Context: an optimization exercise on an open-source flow, tuned for small area. The choices shown serve that exercise and are no tape-out recipe. At most, simulation tests tie the RTL to the original design; equivalence was not proved. No functional check of the RTL was part of run 2. Power and IR drop assume default switching activity.

==> flow/design.v, too long to show whole: its modules and the start of the top module <==
// module ysyx_23060336_IFU: 89 lines
// module ysyx_23060336_IDU: 968 lines
// module ysyx_23060336_AddSub: 16 lines
// module ysyx_23060336_SHIFT: 2127 lines
// module ysyx_23060336_ALU: 54 lines
// module ysyx_23060336_ARBITER: 83 lines
// module ysyx_23060336_XBAR: 65 lines
// module ysyx_23060336_CLINT: 26 lines
// module ysyx_23060336_EXU: 82 lines
// module ysyx_23060336_LSU: 119 lines
// module ysyx_23060336_WBU: 32 lines
// module ysyx_23060336_REG: 18 lines
// module ysyx_23060336_CSR: 48 lines
// module ysyx_23060336_ICACHE: 89 lines
// module ysyx_23060336: 525 lines
module ysyx_23060336(
  input         clock,
                reset,
                io_interrupt,
                io_master_awready,
  output        io_master_awvalid,
  output [31:0] io_master_awaddr,
  output [3:0]  io_master_awid,
  output [7:0]  io_master_awlen,
  output [2:0]  io_master_awsize,
  output [1:0]  io_master_awburst,
  input         io_master_wready,
  output        io_master_wvalid,
  output [31:0] io_master_wdata,
  output [3:0]  io_master_wstrb,
  output        io_master_wlast,
                io_master_bready,
  input         io_master_bvalid,
  input  [1:0]  io_master_bresp,
  input  [3:0]  io_master_bid,
  input         io_master_arready,
  output        io_master_arvalid,
  output [31:0] io_master_araddr,
  output [3:0]  io_master_arid,
  output [7:0]  io_master_arlen,
  output [2:0]  io_master_arsize,
  output [1:0]  io_master_arburst,
  output        io_master_rready,
  input         io_master_rvalid,
  input  [1:0]  io_master_rresp,
  input  [31:0] io_master_rdata,
  input         io_master_rlast,
  input  [3:0]  io_master_rid,
  output        io_slave_awready,
  input         io_slave_awvalid,
  input  [31:0] io_slave_awaddr,
  input  [3:0]  io_slave_awid,
  input  [7:0]  io_slave_awlen,
  input  [2:0]  io_slave_awsize,
  input  [1:0]  io_slave_awburst,
  output        io_slave_wready,
  input         io_slave_wvalid,
  input  [31:0] io_slave_wdata,
  input  [3:0]  io_slave_wstrb,
  input         io_slave_wlast,
                io_slave_bready,
  output        io_slave_bvalid,
  output [1:0]  io_slave_bresp,
  output [3:0]  io_slave_bid,
  output        io_slave_arready,
  input         io_slave_arvalid,
  input  [31:0] io_slave_araddr,
  input  [3:0]  io_slave_arid,
  input  [7:0]  io_slave_arlen,
  input  [2:0]  io_slave_arsize,
  input  [1:0]  io_slave_arburst,
  input         io_slave_rready,
  output        io_slave_rvalid,
  output [1:0]  io_slave_rresp,
  output [31:0] io_slave_rdata,
  output [3:0]  io_slave_rid,
  output        io_slave_rlast
);
  // ...
==> flow/run.sh <==
#!/bin/bash
# synth_recipe.tcl (not shown) runs the flow's synth.tcl, then flattens the netlist and writes it again
# the make line also repeats each setting of config.mk as NAME=value (left out here)
make -C /OpenROAD-flow-scripts/flow DESIGN_CONFIG=/design/flow/config.mk WORK_HOME=/design/flow/orfs CLKGATE_MAP_FILE= SYNTH_SCRIPT=/design/flow/synth_recipe.tcl finish
==> flow/config.mk <==
export PLATFORM = sky130hd
export DESIGN_NAME = ysyx_23060336
export DESIGN_NICKNAME = ysyx_23060336
export VERILOG_FILES = /design/flow/design.v
export SDC_FILE = /design/flow/constraint.sdc
export NUM_CORES = 4
export LEC_CHECK = 0
export CAP_MARGIN = 20
export CORE_MARGIN = 2
export CORE_UTILIZATION = 40
export PLACE_DENSITY = 0.6
export SLEW_MARGIN = 20
==> flow/constraint.sdc <==
create_clock -name core_clock -period 25.0 [get_ports {clock}]
set_input_delay 5.0000 -clock core_clock [delete_from_list [all_inputs] [get_ports {clock}]]
set_output_delay 5.0000 -clock core_clock [all_outputs]
set_load 0.01 [all_outputs]
==> reports/qor.txt, run 1 <==
YOSYS
-------------------------------------------------------------------------------------------------
Most instantiated library cell after synthesis ..................................... sky130_fd_sc_hd__edfxtp_1
Sequential-to-total area share from yosys stat .....................................        0.564
Netlist area before placement ......................................................  107000 um^2
Mean instance size in the synthesized netlist ......................................    11.3 um^2
Post-synth EDFFs ...................................................................         1780
Proportion of synthesized area in mux cells ........................................       0.0823
Number of distinct library cell variants in the gate-level netlist after synthesis .          120

GLOBAL ROUTE
-------------------------------------------------------------------------------------------------
Pin count of the biggest net entering global routing ...............................          170
Fraction of met1 tracks used by global routing .....................................        0.388
Layer with the highest usage .......................................................         met2
Via count of the first global-routing pass .........................................        76700

ROUTE
-------------------------------------------------------------------------------------------------
Avg WL per Cell ....................................................................      30.6 um
Routed wl met2 .....................................................................       179 mm
Sum of routed wire segments on met1 ................................................       162 mm

SETUP PATH
-------------------------------------------------------------------------------------------------
Crit-path max cell delay ...........................................................      0.85 ns
R2r endpoint ....................................................................... idu_inst[19]
Class of the most critical setup path .............................................. register to primary output
Top cell family by delay on the critical path ...................................... compound AO/OA/AOI/OAI gates
Flop-to-flop setup slack ...........................................................      6.42 ns

STA
-------------------------------------------------------------------------------------------------
Worst setup slack after layout .....................................................      4.68 ns
Final max-slew violation count .....................................................            0
Crit share post-route ..............................................................        0.813
Worst slack on hold paths ..........................................................     0.392 ns

CELLS AND AREA
-------------------------------------------------------------------------------------------------
Most frequent cells in the layout .................................................. 1780 x sky130_fd_sc_hd__edfxtp_1, 1271 x sky130_fd_sc_hd__nand2_1, 716 x sky130_fd_sc_hd__nor2_1
Seq_cells ..........................................................................         2135
Clock Network Area Fraction ........................................................       0.0643
Area growth, synth to finish .......................................................        12.4%
Leading cell type in the layout, fill and taps excluded ............................ sky130_fd_sc_hd__edfxtp_1

CLOCK TREE
-------------------------------------------------------------------------------------------------
Total number of clock tree sinks ...................................................         2135
Total number of H-tree levels ......................................................            4

FLOORPLAN
-------------------------------------------------------------------------------------------------
Starting utilization of the core area ..............................................        0.401

OUTCOME
-------------------------------------------------------------------------------------------------
Result of the run .................................................................. complete, no violations

==> module ysyx_23060336_IFU, before the edit <==
module ysyx_23060336_IFU(
  input         clock,
                reset,
                io_out_ready,
  output        io_out_valid,
  output [31:0] io_out_bits_pc,
                io_out_bits_inst,
  input         io_axi_arready,
  output        io_axi_arvalid,
  output [31:0] io_axi_araddr,
  output        io_axi_rready,
  input         io_axi_rvalid,
  input  [31:0] io_axi_rdata,
                io_dnpc,
  input         io_exu_valid,
                io_isRAW_control
);
  reg  [31:0] PC;
  reg  [31:0] finst;
  reg  [2:0]  state;
  wire        _PC_T_9 = state == 3'h2;
  wire        _io_axi_rready_T_5 = state == 3'h1;
  wire        _io_axi_arvalid_T_4 = state == 3'h4;
  wire        _PC_T_13 = state == 3'h3;
  wire        _io_axi_arvalid_T_6 = state == 3'h6;
  wire        _io_axi_arvalid_T_2 = state == 3'h5;
  wire [31:0] io_axi_araddr_0 =
    reset
      ? 32'h80000000
      : _io_axi_arvalid_T_2 | ~(_io_axi_arvalid_T_4 | _io_axi_arvalid_T_6 & io_exu_valid)
          ? PC
          : io_dnpc;
  wire        io_axi_arvalid_0 =
    ~reset
    & (~(|state) | _io_axi_arvalid_T_2 | _io_axi_arvalid_T_4 | _io_axi_arvalid_T_6
       & io_exu_valid);
  wire [31:0] _PC_T_16 = PC + 32'h4;
  wire [2:0]  _state_T_9 = io_out_ready ? 3'h0 : 3'h3;
  wire [2:0]  _state_T_10 = {1'h0, ~io_out_ready, 1'h0};
  always @(posedge clock) begin
    if (reset) begin
      PC <= 32'h80000000;
      finst <= 32'h0;
      state <= 3'h5;
    end
    else begin
      if (reset)
        PC <= 32'h80000000;
      else if (io_exu_valid & _io_axi_arvalid_T_6)
        PC <= io_dnpc;
      else if (_io_axi_arvalid_T_4 & io_axi_rvalid & io_out_ready)
        PC <= _PC_T_16;
      else if (_io_axi_arvalid_T_4)
        PC <= io_dnpc;
      else if ((_PC_T_9 | _io_axi_rready_T_5 & io_axi_rvalid | _PC_T_13) & io_out_ready)
        PC <= _PC_T_16;
      if (io_axi_rvalid)
        finst <= io_axi_rdata;
      if (state == 3'h2)
        state <= io_isRAW_control ? 3'h4 : _state_T_10;
      else if (state == 3'h3)
        state <= _state_T_9;
      else if (state == 3'h4)
        state <= io_axi_rvalid ? _state_T_9 : 3'h4;
      else if (state == 3'h1)
        state <= io_axi_rvalid ? (io_isRAW_control ? 3'h4 : _state_T_10) : 3'h1;
      else if (|state) begin
        if (state == 3'h6)
          state <= io_exu_valid ? 3'h1 : 3'h6;
        else if (state == 3'h5)
          state <= io_axi_arready ? 3'h6 : 3'h5;
        else
          state <= 3'h0;
      end
      else
        state <= io_axi_arready ? (io_axi_rvalid ? 3'h2 : 3'h1) : 3'h0;
    end
  end  
  assign io_out_valid =
    (_PC_T_9 | _io_axi_rready_T_5 & io_axi_rvalid & io_out_ready) & ~io_isRAW_control
    | _io_axi_arvalid_T_4 & io_axi_rvalid & io_out_ready | _PC_T_13 | _io_axi_arvalid_T_6
    & io_axi_rvalid;
  assign io_out_bits_pc = PC;
  assign io_out_bits_inst = io_axi_rvalid & io_out_ready ? io_axi_rdata : finst;
  assign io_axi_arvalid = io_axi_arvalid_0;
  assign io_axi_araddr = io_axi_araddr_0;
  assign io_axi_rready =
    ~(|state) | _io_axi_rready_T_5 | _io_axi_arvalid_T_6 | _io_axi_arvalid_T_4;
endmodule
==> module ysyx_23060336_AddSub, before the edit <==
module ysyx_23060336_AddSub(
  input         io_cin,
  input  [31:0] io_ina,
                io_inb,
  output [31:0] io_result,
  output        io_zero,
                io_carry,
                io_overflow
);
  wire [31:0] t_no_cin = {32{io_cin}} ^ io_inb;
  wire [32:0] _sum_T_1 = {1'h0, io_ina} + {1'h0, t_no_cin} + {32'h0, io_cin};
  assign io_result = _sum_T_1[31:0];
  assign io_zero = _sum_T_1[31:0] == 32'h0;
  assign io_carry = _sum_T_1[32];
  assign io_overflow = io_ina[31] == t_no_cin[31] & _sum_T_1[31] != io_ina[31];
endmodule
==> module ysyx_23060336_XBAR, before the edit <==
module ysyx_23060336_XBAR(
  output        io_slave_awready,
  input         io_slave_awvalid,
  input  [31:0] io_slave_awaddr,
  input  [2:0]  io_slave_awsize,
  output        io_slave_wready,
  input         io_slave_wvalid,
  input  [31:0] io_slave_wdata,
  input  [3:0]  io_slave_wstrb,
  input         io_slave_wlast,
  output        io_slave_bvalid,
                io_slave_arready,
  input         io_slave_arvalid,
  input  [31:0] io_slave_araddr,
  input  [3:0]  io_slave_arid,
  input  [2:0]  io_slave_arsize,
  input         io_slave_rready,
  output        io_slave_rvalid,
  output [31:0] io_slave_rdata,
  input         io_master_awready,
  output        io_master_awvalid,
  output [31:0] io_master_awaddr,
  output [2:0]  io_master_awsize,
  input         io_master_wready,
  output        io_master_wvalid,
  output [31:0] io_master_wdata,
  output [3:0]  io_master_wstrb,
  output        io_master_wlast,
  input         io_master_bvalid,
                io_master_arready,
  output        io_master_arvalid,
  output [31:0] io_master_araddr,
  output [3:0]  io_master_arid,
  output [2:0]  io_master_arsize,
  output        io_master_rready,
  input         io_master_rvalid,
  input  [31:0] io_master_rdata,
  input         io_clint_arready,
  output        io_clint_arvalid,
  output [31:0] io_clint_araddr,
  input         io_clint_rvalid,
  input  [31:0] io_clint_rdata
);
  wire _GEN = (|(io_slave_araddr[31:25])) & io_slave_araddr < 32'h2010000;
  assign io_slave_awready = io_master_awready;
  assign io_slave_wready = io_master_wready;
  assign io_slave_bvalid = io_master_bvalid;
  assign io_slave_arready = _GEN ? io_clint_arready : io_master_arready;
  assign io_slave_rvalid = _GEN ? io_clint_rvalid : io_master_rvalid;
  assign io_slave_rdata = _GEN ? io_clint_rdata : io_master_rdata;
  assign io_master_awvalid = io_slave_awvalid;
  assign io_master_awaddr = io_slave_awaddr;
  assign io_master_awsize = io_slave_awsize;
  assign io_master_wvalid = io_slave_wvalid;
  assign io_master_wdata = io_slave_wdata;
  assign io_master_wstrb = io_slave_wstrb;
  assign io_master_wlast = io_slave_wlast;
  assign io_master_arvalid = ~_GEN & io_slave_arvalid;
  assign io_master_araddr = io_slave_araddr;
  assign io_master_arid = io_slave_arid;
  assign io_master_arsize = io_slave_arsize;
  assign io_master_rready = io_slave_rready;
  assign io_clint_arvalid = _GEN & io_slave_arvalid;
  assign io_clint_araddr = io_slave_araddr;
endmodule
==> module ysyx_23060336_CLINT, before the edit <==
module ysyx_23060336_CLINT(
  input         clock,
                reset,
  output        io_axi_arready,
  input         io_axi_arvalid,
  input  [31:0] io_axi_araddr,
  output        io_axi_rvalid,
  output [31:0] io_axi_rdata
);
  reg [31:0] mtimel;
  reg [31:0] mtimeh;
  always @(posedge clock) begin
    if (reset) begin
      mtimel <= 32'h0;
      mtimeh <= 32'h0;
    end
    else begin
      mtimel <= mtimel + 32'h1;
      if (&mtimel)
        mtimeh <= mtimeh + 32'h1;
    end
  end  
  assign io_axi_arready = ~reset;
  assign io_axi_rvalid = io_axi_arvalid;
  assign io_axi_rdata = io_axi_araddr == 32'h2000000 ? mtimel : mtimeh;
endmodule
==> module ysyx_23060336_EXU, before the edit <==
module ysyx_23060336_EXU(
  input         clock,
                reset,
  output        io_in_ready,
  input         io_in_valid,
  input  [31:0] io_in_bits_pc,
                io_in_bits_src1,
                io_in_bits_imm,
                io_in_bits_d2,
  input  [1:0]  io_in_bits_pcmux,
  input  [3:0]  io_in_bits_AluSel,
                io_in_bits_AluMux,
  input         io_in_bits_branch,
                io_in_bits_mret,
                io_in_bits_ecall,
  input         io_out_ready,
  output        io_out_valid,
  output [31:0] io_out_bits_result,
                io_dnpc,
  output        io_exu_valid,
                io_isRAW_control
);
  wire [31:0] _alu_io_result;
  reg         state;
  wire        recsr = (io_in_bits_AluMux == 4'h5 | io_in_bits_AluMux == 4'h6)
                      & io_in_bits_AluSel == 4'h3;
  wire [31:0] rers1 = {32{recsr}} ^ io_in_bits_src1;
  wire [31:0] rezimm = {32{recsr}} ^ io_in_bits_imm;
  wire        _inb_T = io_in_bits_AluMux == 4'h7;
  wire        _inb_T_1 = io_in_bits_AluMux == 4'h1;
  wire        _inb_T_2 = io_in_bits_AluMux == 4'h2;
  wire        _inb_T_3 = io_in_bits_AluMux == 4'h3;
  wire        _inb_T_6 = io_in_bits_AluMux == 4'h4;
  wire        _inb_T_4 = io_in_bits_AluMux == 4'h5;
  wire        _inb_T_5 = io_in_bits_AluMux == 4'h6;
  wire [3:0]  PCMux = {io_in_bits_branch, _alu_io_result[0], io_in_bits_pcmux};
  wire        _pcb_T = PCMux == 4'h2;
  wire        _pcb_T_1 = PCMux == 4'h6;
  wire [31:0] io_dnpc_0 =
    io_in_bits_ecall | io_in_bits_mret
      ? io_in_bits_d2
      : (_pcb_T | _pcb_T_1 ? io_in_bits_src1 : io_in_bits_pc)
        + (_pcb_T | _pcb_T_1 | PCMux == 4'h1 | PCMux == 4'h5 | PCMux == 4'hD
             ? io_in_bits_imm
             : 32'h4);
  always @(posedge clock) begin
    if (reset)
      state <= 1'h0;
    else if (state)
      state <= ~io_out_ready;
    else
      state <= io_in_valid;
  end
  ysyx_23060336_ALU alu (
    .io_sel    (io_in_bits_AluSel),
    .io_ina
      (_inb_T | _inb_T_1
         ? io_in_bits_src1
         : _inb_T_2 | _inb_T_6
             ? io_in_bits_pc
             : _inb_T_4 | io_in_bits_AluMux == 4'h8
                 ? rers1
                 : io_in_bits_AluMux == 4'h9 | _inb_T_5
                     ? rezimm
                     : 32'h0),
    .io_inb
      (_inb_T | _inb_T_4 | _inb_T_5
         ? io_in_bits_d2
         : _inb_T_1 | _inb_T_3 | _inb_T_6
             ? io_in_bits_imm
             : _inb_T_2
                 ? 32'h4
                 : 32'h0),
    .io_result (_alu_io_result)
  );
  assign io_in_ready = ~state;
  assign io_out_valid = state;
  assign io_out_bits_result = _alu_io_result;
  assign io_dnpc = io_dnpc_0;
  assign io_exu_valid = state;
  assign io_isRAW_control = io_in_bits_pc + 32'h4 != io_dnpc_0;
endmodule
==> module ysyx_23060336_REG, before the edit <==
module ysyx_23060336_REG(
  input         clock,
  input  [4:0]  io_rs1,
                io_rs2,
  output [31:0] io_src1,
                io_src2,
  input         io_wen,
  input  [3:0]  io_waddr,
  input  [31:0] io_wdata
);
  reg [31:0] rf [1:15];
  always @(posedge clock) begin
    if (io_wen & (|io_waddr))
      rf[io_waddr] <= io_wdata;
  end
  assign io_src1 = (|io_rs1) ? rf[io_rs1[3:0]] : 32'h0;
  assign io_src2 = (|io_rs2) ? rf[io_rs2[3:0]] : 32'h0;
endmodule
==> module ysyx_23060336_ICACHE, before the edit <==
module ysyx_23060336_ICACHE(
  input         clock,
                reset,
                io_master_arready,
  output        io_master_arvalid,
  output [31:0] io_master_araddr,
  output        io_master_rready,
  input         io_master_rvalid,
  input  [31:0] io_master_rdata,
  output        io_slave_arready,
  input         io_slave_arvalid,
  input  [31:0] io_slave_araddr,
  input         io_slave_rready,
  output        io_slave_rvalid,
  output [31:0] io_slave_rdata,
  input         io_awvalid,
  input  [31:0] io_awaddr
);
  reg  [25:0] tags [0:15];
  reg  [31:0] datas [0:15];
  reg  [15:0] valids;
  reg  [31:0] araddr;
  wire [25:0] slave_tag = araddr[31:6];
  wire        skip_addr = io_slave_araddr > 32'hEFFFFFF & io_slave_araddr < 32'h10000001;
  reg  [2:0]  state;
  reg  [2:0]  casez_tmp;
  wire        refill = state == 3'h3 & io_master_rvalid;
  wire        inval = io_awvalid & ~refill;
  wire [3:0]  idx = inval ? io_awaddr[5:2] : araddr[5:2];
  wire [25:0] out_tag = tags[idx];
  wire [31:0] out_data = datas[idx];
  wire        out_valid = valids[idx];
  wire [2:0]  _state_T_9 = {~io_slave_rready, 2'h0};
  wire [2:0]  _state_T_11 = ~(|state) & io_slave_arvalid ? {skip_addr, 2'h1} : 3'h0;
  always_comb begin
    casez (state)
      3'b000:
        casez_tmp = _state_T_11;
      3'b001:
        casez_tmp = slave_tag == out_tag & out_valid ? 3'h4 : 3'h2;
      3'b010:
        casez_tmp = io_master_arready ? (io_master_rvalid ? _state_T_9 : 3'h3) : 3'h2;
      3'b011:
        casez_tmp = io_master_rvalid ? _state_T_9 : 3'h3;
      3'b100:
        casez_tmp = _state_T_9;
      3'b101:
        casez_tmp = io_master_rvalid ? 3'h0 : 3'h5;
      default:
        casez_tmp = _state_T_11;
    endcase
  end
  wire        _io_master_rready_T = state == 3'h2;
  wire        _io_master_rready_T_3 = io_slave_arvalid & skip_addr;
  wire        _io_master_rready_T_1 = state == 3'h3;
  wire        _io_master_rready_T_5 = state == 3'h5;
  wire        _io_slave_rdata_T = state == 3'h4;
  always @(posedge clock) begin
    if (reset) begin
      araddr <= 32'h0;
      state <= 3'h0;
      valids <= 16'h0;
    end
    else begin
      if (io_slave_arvalid)
        araddr <= io_slave_araddr;
      state <= casez_tmp;
      if (refill | io_awvalid)
        valids[idx] <= ~inval;
    end
  end
  always @(posedge clock) begin
    if (refill)
      tags[araddr[5:2]] <= slave_tag;
    if (refill | io_awvalid)
      datas[idx] <= io_master_rdata;
  end
  assign io_master_arvalid = _io_master_rready_T | _io_master_rready_T_3;
  assign io_master_araddr = araddr;
  assign io_master_rready =
    _io_master_rready_T | _io_master_rready_T_1 | _io_master_rready_T_3
    | _io_master_rready_T_5;
  assign io_slave_arready = ~(|state);
  assign io_slave_rvalid =
    _io_slave_rdata_T
    | (_io_master_rready_T_5 | _io_master_rready_T_1 | _io_master_rready_T)
    & io_master_rvalid & io_slave_rready;
  assign io_slave_rdata = _io_slave_rdata_T ? out_data : io_master_rdata;
endmodule
==> run 2: changes to the inputs <==
--- a/flow/design.v
+++ b/flow/design.v
@@ -36,3 +36,10 @@
        & io_exu_valid);
-  wire [31:0] _PC_T_16 = PC + 32'h4;
+  wire [31:0] _PC_T_16;
+  assign _PC_T_16[1:0] = PC[1:0];
+  ysyx_23060336_INC #(30) pcinc (
+    .a  (PC[31:2]),
+    .ci (1'h1),
+    .s  (_PC_T_16[31:2]),
+    .co ()
+  );
   wire [2:0]  _state_T_9 = io_out_ready ? 3'h0 : 3'h3;
@@ -1057,2 +1064,37 @@
 endmodule
+module ysyx_23060336_RCA #(parameter W = 32) (
+  input  [W-1:0] a,
+                 b,
+  input          ci,
+  output [W-1:0] s,
+  output         co
+);
+  wire [W:0] c;
+  assign c[0] = ci;
+  genvar i;
+  generate
+    for (i = 0; i < W; i = i + 1) begin : g
+      assign s[i] = a[i] ^ b[i] ^ c[i];
+      assign c[i+1] = a[i] & b[i] | c[i] & (a[i] ^ b[i]);
+    end
+  endgenerate
+  assign co = c[W];
+endmodule
+module ysyx_23060336_INC #(parameter W = 30) (
+  input  [W-1:0] a,
+  input          ci,
+  output [W-1:0] s,
+  output         co
+);
+  wire [W:0] c;
+  assign c[0] = ci;
+  genvar i;
+  generate
+    for (i = 0; i < W; i = i + 1) begin : g
+      assign s[i] = a[i] ^ c[i];
+      assign c[i+1] = a[i] & c[i];
+    end
+  endgenerate
+  assign co = c[W];
+endmodule
 module ysyx_23060336_AddSub(
@@ -1067,3 +1109,10 @@
   wire [31:0] t_no_cin = {32{io_cin}} ^ io_inb;
-  wire [32:0] _sum_T_1 = {1'h0, io_ina} + {1'h0, t_no_cin} + {32'h0, io_cin};
+  wire [32:0] _sum_T_1;
+  ysyx_23060336_RCA #(32) rca (
+    .a  (io_ina),
+    .b  (t_no_cin),
+    .ci (io_cin),
+    .s  (_sum_T_1[31:0]),
+    .co (_sum_T_1[32])
+  );
   assign io_result = _sum_T_1[31:0];
@@ -3380,3 +3429,3 @@
 );
-  wire _GEN = (|(io_slave_araddr[31:25])) & io_slave_araddr < 32'h2010000;
+  wire _GEN = io_slave_araddr[31:16] == 16'h0200;
   assign io_slave_awready = io_master_awready;
@@ -3413,2 +3462,9 @@
   reg [31:0] mtimeh;
+  wire [63:0] mtime_inc;
+  ysyx_23060336_INC #(64) inc (
+    .a  ({mtimeh, mtimel}),
+    .ci (1'h1),
+    .s  (mtime_inc),
+    .co ()
+  );
   always @(posedge clock) begin
@@ -3419,5 +3475,4 @@
     else begin
-      mtimel <= mtimel + 32'h1;
-      if (&mtimel)
-        mtimeh <= mtimeh + 32'h1;
+      mtimel <= mtime_inc[31:0];
+      mtimeh <= mtime_inc[63:32];
     end
@@ -3463,5 +3518,20 @@
   wire        _inb_T_5 = io_in_bits_AluMux == 4'h6;
-  wire [3:0]  PCMux = {io_in_bits_branch, _alu_io_result[0], io_in_bits_pcmux};
-  wire        _pcb_T = PCMux == 4'h2;
-  wire        _pcb_T_1 = PCMux == 4'h6;
+  wire [31:0] pc4;
+  assign pc4[1:0] = io_in_bits_pc[1:0];
+  ysyx_23060336_INC #(30) pcinc (
+    .a  (io_in_bits_pc[31:2]),
+    .ci (1'h1),
+    .s  (pc4[31:2]),
+    .co ()
+  );
+  wire [31:0] target;
+  ysyx_23060336_RCA #(32) tadd (
+    .a  (io_in_bits_pcmux[1] ? io_in_bits_src1 : io_in_bits_pc),
+    .b  (io_in_bits_imm),
+    .ci (1'h0),
+    .s  (target),
+    .co ()
+  );
+  wire        useimm =
+    io_in_bits_pcmux[1] | io_in_bits_pcmux[0] & (~io_in_bits_branch | _alu_io_result[0]);
   wire [31:0] io_dnpc_0 =
@@ -3469,6 +3539,3 @@
       ? io_in_bits_d2
-      : (_pcb_T | _pcb_T_1 ? io_in_bits_src1 : io_in_bits_pc)
-        + (_pcb_T | _pcb_T_1 | PCMux == 4'h1 | PCMux == 4'h5 | PCMux == 4'hD
-             ? io_in_bits_imm
-             : 32'h4);
+      : useimm ? target : pc4;
   always @(posedge clock) begin
@@ -3508,3 +3575,3 @@
   assign io_exu_valid = state;
-  assign io_isRAW_control = io_in_bits_pc + 32'h4 != io_dnpc_0;
+  assign io_isRAW_control = pc4 != io_dnpc_0;
 endmodule
@@ -3676,4 +3743,14 @@
   end
-  assign io_src1 = (|io_rs1) ? rf[io_rs1[3:0]] : 32'h0;
-  assign io_src2 = (|io_rs2) ? rf[io_rs2[3:0]] : 32'h0;
+  reg [31:0] r1, r2;
+  integer i;
+  always @(*) begin
+    r1 = 32'h0;
+    r2 = 32'h0;
+    for (i = 1; i < 16; i = i + 1) begin
+      r1 = r1 | {32{io_rs1 == i}} & rf[i];
+      r2 = r2 | {32{io_rs2 == i}} & rf[i];
+    end
+  end
+  assign io_src1 = r1;
+  assign io_src2 = r2;
 endmodule
@@ -3750,3 +3827,3 @@
   wire [25:0] slave_tag = araddr[31:6];
-  wire        skip_addr = io_slave_araddr > 32'hEFFFFFF & io_slave_araddr < 32'h10000001;
+  wire        skip_addr = io_slave_araddr[31:24] == 8'h0F | io_slave_araddr == 32'h10000000;
   reg  [2:0]  state;
@@ -3756,4 +3833,13 @@
   wire [3:0]  idx = inval ? io_awaddr[5:2] : araddr[5:2];
-  wire [25:0] out_tag = tags[idx];
-  wire [31:0] out_data = datas[idx];
+  reg  [25:0] out_tag;
+  reg  [31:0] out_data;
+  integer i;
+  always @(*) begin
+    out_tag = 26'h0;
+    out_data = 32'h0;
+    for (i = 0; i < 16; i = i + 1) begin
+      out_tag = out_tag | {26{idx == i}} & tags[i];
+      out_data = out_data | {32{idx == i}} & datas[i];
+    end
+  end
   wire        out_valid = valids[idx];
==> flow/flow/run.sh (new file) <==
#!/bin/bash
# Standard ORFS layout, except: synthesis maps the logic with an area-oriented
# abc script (flow/abc_area.script, via flow/mysynth.tcl), and CTS uses
# smaller clock buffers and no dummy loads.  Each step's output goes to a log
# file in this folder.
set -euo pipefail
W=$(pwd)
export MY_ABC_SCRIPT=$W/flow/abc_area.script
CTS="-sink_clustering_enable -repair_clock_nets -dont_use_dummy_load -buf_list sky130_fd_sc_hd__clkbuf_8 -sink_clustering_size 15 -sink_clustering_max_diameter 50"
M=(make -C "$FLOW_HOME" DESIGN_CONFIG=$W/config.mk WORK_HOME=$W/orfs CLKGATE_MAP_FILE= SYNTH_SCRIPT=$W/flow/mysynth.tcl)
"${M[@]}" synth > $W/synth.log 2>&1
CTS_ARGS="$CTS" "${M[@]}" CTS_ARGS="$CTS" finish > $W/layout.log 2>&1
R=$W/orfs/results/$FLOW_PLATFORM/ysyx_23060336/base
: # left out here: write the final layout as DEF
==> flow/flow/abc_area.script (new file) <==
strash
&get -n
&fraig -x
&put
scorr
dc2
dc2
strash
&get -n
&dch -f
&nf
&put
==> flow/flow/mysynth.tcl (new file) <==
proc synth {args} { yosys synth -nofsm -noshare {*}$args }
# technology mapping with an area-oriented abc script and no delay target
proc abc {args} {
  set out {}
  set i 0
  while {$i < [llength $args]} {
    set a [lindex $args $i]
    if {$a eq "-script"} {
      lappend out -script $::env(MY_ABC_SCRIPT)
      incr i 2
    } elseif {$a eq "-D" || $a eq "-constr"} {
      incr i 2
    } else {
      lappend out $a
      incr i
    }
  }
  yosys abc {*}$out
}
source $::env(SCRIPTS_DIR)/synth.tcl
# left out here: clear keep_hierarchy, flatten, clean up, hide names made inside functions, write 1_2_yosys.v
==> flow/standard.sh (new file) <==
#!/bin/bash
# synth_recipe.tcl (not shown) runs the flow's synth.tcl, then flattens the netlist and writes it again
# the make line also repeats each setting of config.mk as NAME=value (left out here)
make -C /OpenROAD-flow-scripts/flow DESIGN_CONFIG=/design/flow/config.mk WORK_HOME=/design/flow/orfs CLKGATE_MAP_FILE= SYNTH_SCRIPT=/design/flow/synth_recipe.tcl "${@:-finish}"
removed: flow/run.sh
==> run 2 against run 1 <==
Still clean. Total power is 27% lower. First-iteration DRC count is 14% higher. Cell count is 19% lower. Sequential cell count is 4 lower. Worst setup slack worse by 4.1 ns. Clock skew is 0.084 ns higher. Global-route usage is 1.0 points higher. Maximum frequency is 17% lower. Register-to-register slack worse by 4.3 ns. Hold slack worse by 0.062 ns. Critical path depth is 30 higher. Sequential power is 1% lower. Critical path type unchanged. Largest cell class unchanged. Highest routed layer unchanged.
==> reports/qor.txt, run 2 <==
FLOW RUN
-------------------------------------------------------------------------------------------------
Max-cap check violation count ......................................................            0

POWER AND IR DROP
-------------------------------------------------------------------------------------------------
Leakage power of the design ........................................................      33.7 nW
Total net switching power ..........................................................      2.35 mW
Internal power .....................................................................      5.23 mW
Share of total power in the clock network ..........................................        0.244
Switching share of power ...........................................................        0.310
Worst vdd ir .......................................................................  0.0000501 V
Fraction of power consumed by combinational cells ..................................        0.211
Sequential Power Share .............................................................        0.545
Total power per unit cell area ..................................................... 73.0 nW/um^2

ROUTE
-------------------------------------------------------------------------------------------------
Antenna Violating Nets Remaining ...................................................            0
Number of vias per cell ............................................................         6.64
Wire length reported by the detailed router ........................................       362 mm
DR iter-0 viols ....................................................................        12500
Drt drc ............................................................................            0
Avg WL per Cell ....................................................................      34.1 um   +11%
Pre-antenna DRT Iters ..............................................................           12
Detailed-route via count ...........................................................        70600

WORST HOLD PATH
-------------------------------------------------------------------------------------------------
Hold Path Cell Cnt .................................................................            0
Worst min-delay path category ...................................................... register to register

CLOCK TREE
-------------------------------------------------------------------------------------------------
Post-CTS Hold Buffers ..............................................................            0
Total number of H-tree levels ......................................................            4   unchanged
Clk Tree Root Cell ................................................................. sky130_fd_sc_hd__clkbuf_8
Clock slew seen by the registers of the worst setup and hold paths .................      0.09 ns
Clock latency at the later pin of the worst-skew pair ..............................      1.08 ns
Total number of clock tree sinks ...................................................         2131   -0.19%
TritonCTS clock tree ...............................................................         done
Number of clock buffers inserted by TritonCTS ......................................          203
Maximum buffer depth of the clock tree .............................................            3

SETUP PATH
-------------------------------------------------------------------------------------------------
Largest fanout of any net on the critical path .....................................           12
Cell occurring most often along the worst timing path .............................. sky130_fd_sc_hd__fa_2
Cell with the largest stage delay on the worst path ................................ sky130_fd_sc_hd__nor4bb_4
Worst setup EP type ................................................................ primary output
Startpoint class of the critical path ..............................................     register
Reg2Reg Depth ......................................................................           80
Crit-path max cell delay ...........................................................      0.64 ns   -0.21 ns
Data arrival time of the worst path ................................................     19.47 ns
Required time worst endpoint .......................................................     20.00 ns
Flop-to-flop setup slack ...........................................................      2.13 ns   -4.29 ns
Class of the most critical setup path .............................................. register to primary output

STA
-------------------------------------------------------------------------------------------------
Count of endpoints failing setup in the final report ...............................            0
Clock tree skew after final layout .................................................     0.203 ns
Setup_tns ..........................................................................         0 ns
Clock period minus worst slack .....................................................     24.47 ns
Remaining max-slew budget at the tightest pin ......................................        0.191
Number of hold violations in the final report ......................................            0
Worst setup slack after layout .....................................................     0.532 ns   -4.14 ns
Final max-slew violation count .....................................................            0   unchanged
Crit share post-route ..............................................................        0.979   +0.166
Transition time of the tightest slew-check pin .....................................      1.21 ns
Fmax achieved ......................................................................   0.0409 GHz

FLOORPLAN
-------------------------------------------------------------------------------------------------
Horizontal die dimension ...........................................................       484 um
I/O pins ...........................................................................          383
Area enclosed by the die boundary ..................................................  234000 um^2
Core footprint .....................................................................  230000 um^2
Row cnt ............................................................................          176
Starting utilization of the core area ..............................................        0.401   about the same
Die height .........................................................................       484 um

CELLS AND AREA
-------------------------------------------------------------------------------------------------
Post-layout net count ..............................................................         8040
Leading cell type in the layout, fill and taps excluded ............................ sky130_fd_sc_hd__edfxtp_1
Largest register by flop count ..................................................... icache.datas
Final std cell area, no fill .......................................................  104000 um^2
Most frequent cells in the layout .................................................. 1780 x sky130_fd_sc_hd__edfxtp_1, 600 x sky130_fd_sc_hd__nand2_1, 516 x sky130_fd_sc_hd__nor2_1
Share of the core filled with cells ................................................        0.452
Fraction of layout cells with a size suffix above 1 ................................       0.0957
Area growth, synth to finish .......................................................        12.6%
Largest register FFs ...............................................................          512

YOSYS
-------------------------------------------------------------------------------------------------
Netlist area before placement ......................................................   92200 um^2   -14%
Number of distinct library cell variants in the gate-level netlist after synthesis .           70   -42%
Top cell types by occurrence after synthesis ....................................... 1780 x sky130_fd_sc_hd__edfxtp_1, 602 x sky130_fd_sc_hd__nand2_1, 557 x sky130_fd_sc_hd__nor2_1
Leading area contributor after synthesis ........................................... sky130_fd_sc_hd__edfxtp_1
Post-synthesis sequential element count ............................................         2131
Top cells by area in the synthesized netlist ....................................... sky130_fd_sc_hd__edfxtp_1 58%, sky130_fd_sc_hd__dfxtp_1 7.6%, sky130_fd_sc_hd__a22oi_1 4.0%
Top_reg_cell synth ................................................................. sky130_fd_sc_hd__edfxtp_1
Post-synth EDFFs ...................................................................         1780   unchanged
Share of synthesized flip-flops with an asynchronous set or reset ..................            0
Mean instance size in the synthesized netlist ......................................    13.3 um^2   +18%
Fraction of post-synthesis cell area in the top cell type by area ..................        0.580
Sequential-to-total area share from yosys stat .....................................        0.656   +0.0916
Most instantiated library cell after synthesis ..................................... sky130_fd_sc_hd__edfxtp_1
Number of standard cells after synthesis ...........................................         6939
Warnings, synthesis ................................................................           12

PLACE
-------------------------------------------------------------------------------------------------
Pre-CTS worst setup slack ..........................................................     0.552 ns
Placed wire-length estimate ........................................................       226 mm
IO buf count .......................................................................          148
Placed standard-cell area ..........................................................  101000 um^2
Routability cong. ..................................................................        0.965

GLOBAL ROUTE
-------------------------------------------------------------------------------------------------
All-layer global routing usage .....................................................        0.299
Initial antenna violation count ....................................................           27
Via count of the first global-routing pass .........................................        66000   -14%
GR Overflow Total ..................................................................            0
Wire length of the first global-routing pass .......................................       502 mm
Pin count of the biggest net entering global routing ...............................          156   -8.2%

OUTCOME
-------------------------------------------------------------------------------------------------
Result of the run .................................................................. complete, no violations

[run 2: cell count changes in the layout (fill, tap and decap cells not counted), sizes merged, moves of 197 or more]
cell / change
nand2: -677
a22oi: +383
a222oi: +324
a21oi: -256
mux4: -238
nor2: -211
and3: -197
[run 2: logic make-up after synthesis]
kind of cell / share of synthesized area
AO/OA/AOI/OAI: 0.173
XOR/XNOR: 0.0111
adder cells (fa/ha/maj): 0.0386
buffers and inverters: 0.0135
flip-flops: 0.656
multiplexers: 0.0119
other: 0.0000815
AND/OR/NAND/NOR: 0.0955
[run 2: power groups by stage]
| stage | Combinational, mW | Clock, mW | Sequential, mW |
|---|---|---|---|
| after CTS | 1.56 | 1.86 | 4.13 |
| after floorplan | 0.876 | 0 | 4.16 |
| final | 1.60 | 1.85 | 4.13 |
| after global placement | 1.53 | 0 | 4.20 |
| after global routing | 1.69 | 1.99 | 4.14 |
| after detailed placement | 1.56 | 0 | 4.21 |
[run 2: per-layer routing]
metal  vias up  track usage  share of wire
met5         -      0.00102        0.00020
met4        10        0.129          0.049
met3       850       0.0784           0.13
met2      5169        0.432           0.42
met1     35200        0.421           0.40
li1      29300            -              -
[run 2: repair_timing]
action                     in CTS  in global routing
setup endpoints to repair       2                  2
buffers inserted                4                  6
pin swaps                       1                 14
resized for setup               9                 20
[run 2: per-stage QoR]
stage / cells / total power [mW] / hold slack [ns]
3_5_place_dp: 10400 / 5.76 / 0.406
6_report: 10600 / 7.58 / 0.330
4_1_cts: 10600 / 7.56 / 0.336
5_1_grt: 10600 / 7.83 / 0.357
2_1_floorplan: 7016 / 5.04 / 0.400
3_3_place_gp: 10400 / 5.74 / 0.402
[run 2: critical path, delay by kind of cell, from the launching register on]
| family | cells | cell delay, ns |
|---|---|---|
| adders and majority gates | 30 | 10.40 |
| AOI/OAI and AO/OA | 18 | 3.33 |
| and+or+nand+nor | 9 | 2.76 |
| buffers and inverters | 9 | 1.14 |
| DFF | 1 | 0.43 |
| muxes | 1 | 0.32 |
| xor gates and xnor gates | 1 | 0.09 |
[run 2: final timing paths]
| check | from | to |
|---|---|---|
| worst max register to register | exu_AluSel[2] | icache.state[2] |
| worst max-delay path | exu_AluSel[2] | io_master_arvalid |
| worst min register to register | exu_RegWr | lsu_RegWr |
| worst min-delay path | exu_RegWr | lsu_RegWr |
[run 2: layout make-up]
type	instances	area (um^2)
Timing Repair Buffer	461	4130
Tap cell	3026	3790
Sequential cell	2131	60500
Inverter	165	631
Antenna cell	12	30.0
Multi-Input combinational cell	4637	32000
Fill cell	20600	126000
Clock buffer	203	2790

## what the ideal ports hide
Ports are ideal in the flow. The routed layouts listed here were re-timed in OpenROAD. Step 1 assumes that a clkbuf_16 drives the clock port and a buf_2 every other input. Step 2 also shifts input and output timing later by t, the mid clock arrival at the registers, as if the neighbouring blocks saw the same clock. a / b / c = ideal / step 1 / step 2; a / b = the first two.
run	t, ns	slack for setup (ns)	clock arrival spread, ns
run 1	0.970	4.676 / 4.583 / 5.552	0.119 / 0.119
run 2	1.076	0.532 / 0.437 / 1.513	0.204 / 0.204
After both steps every run listed still meets setup and hold.
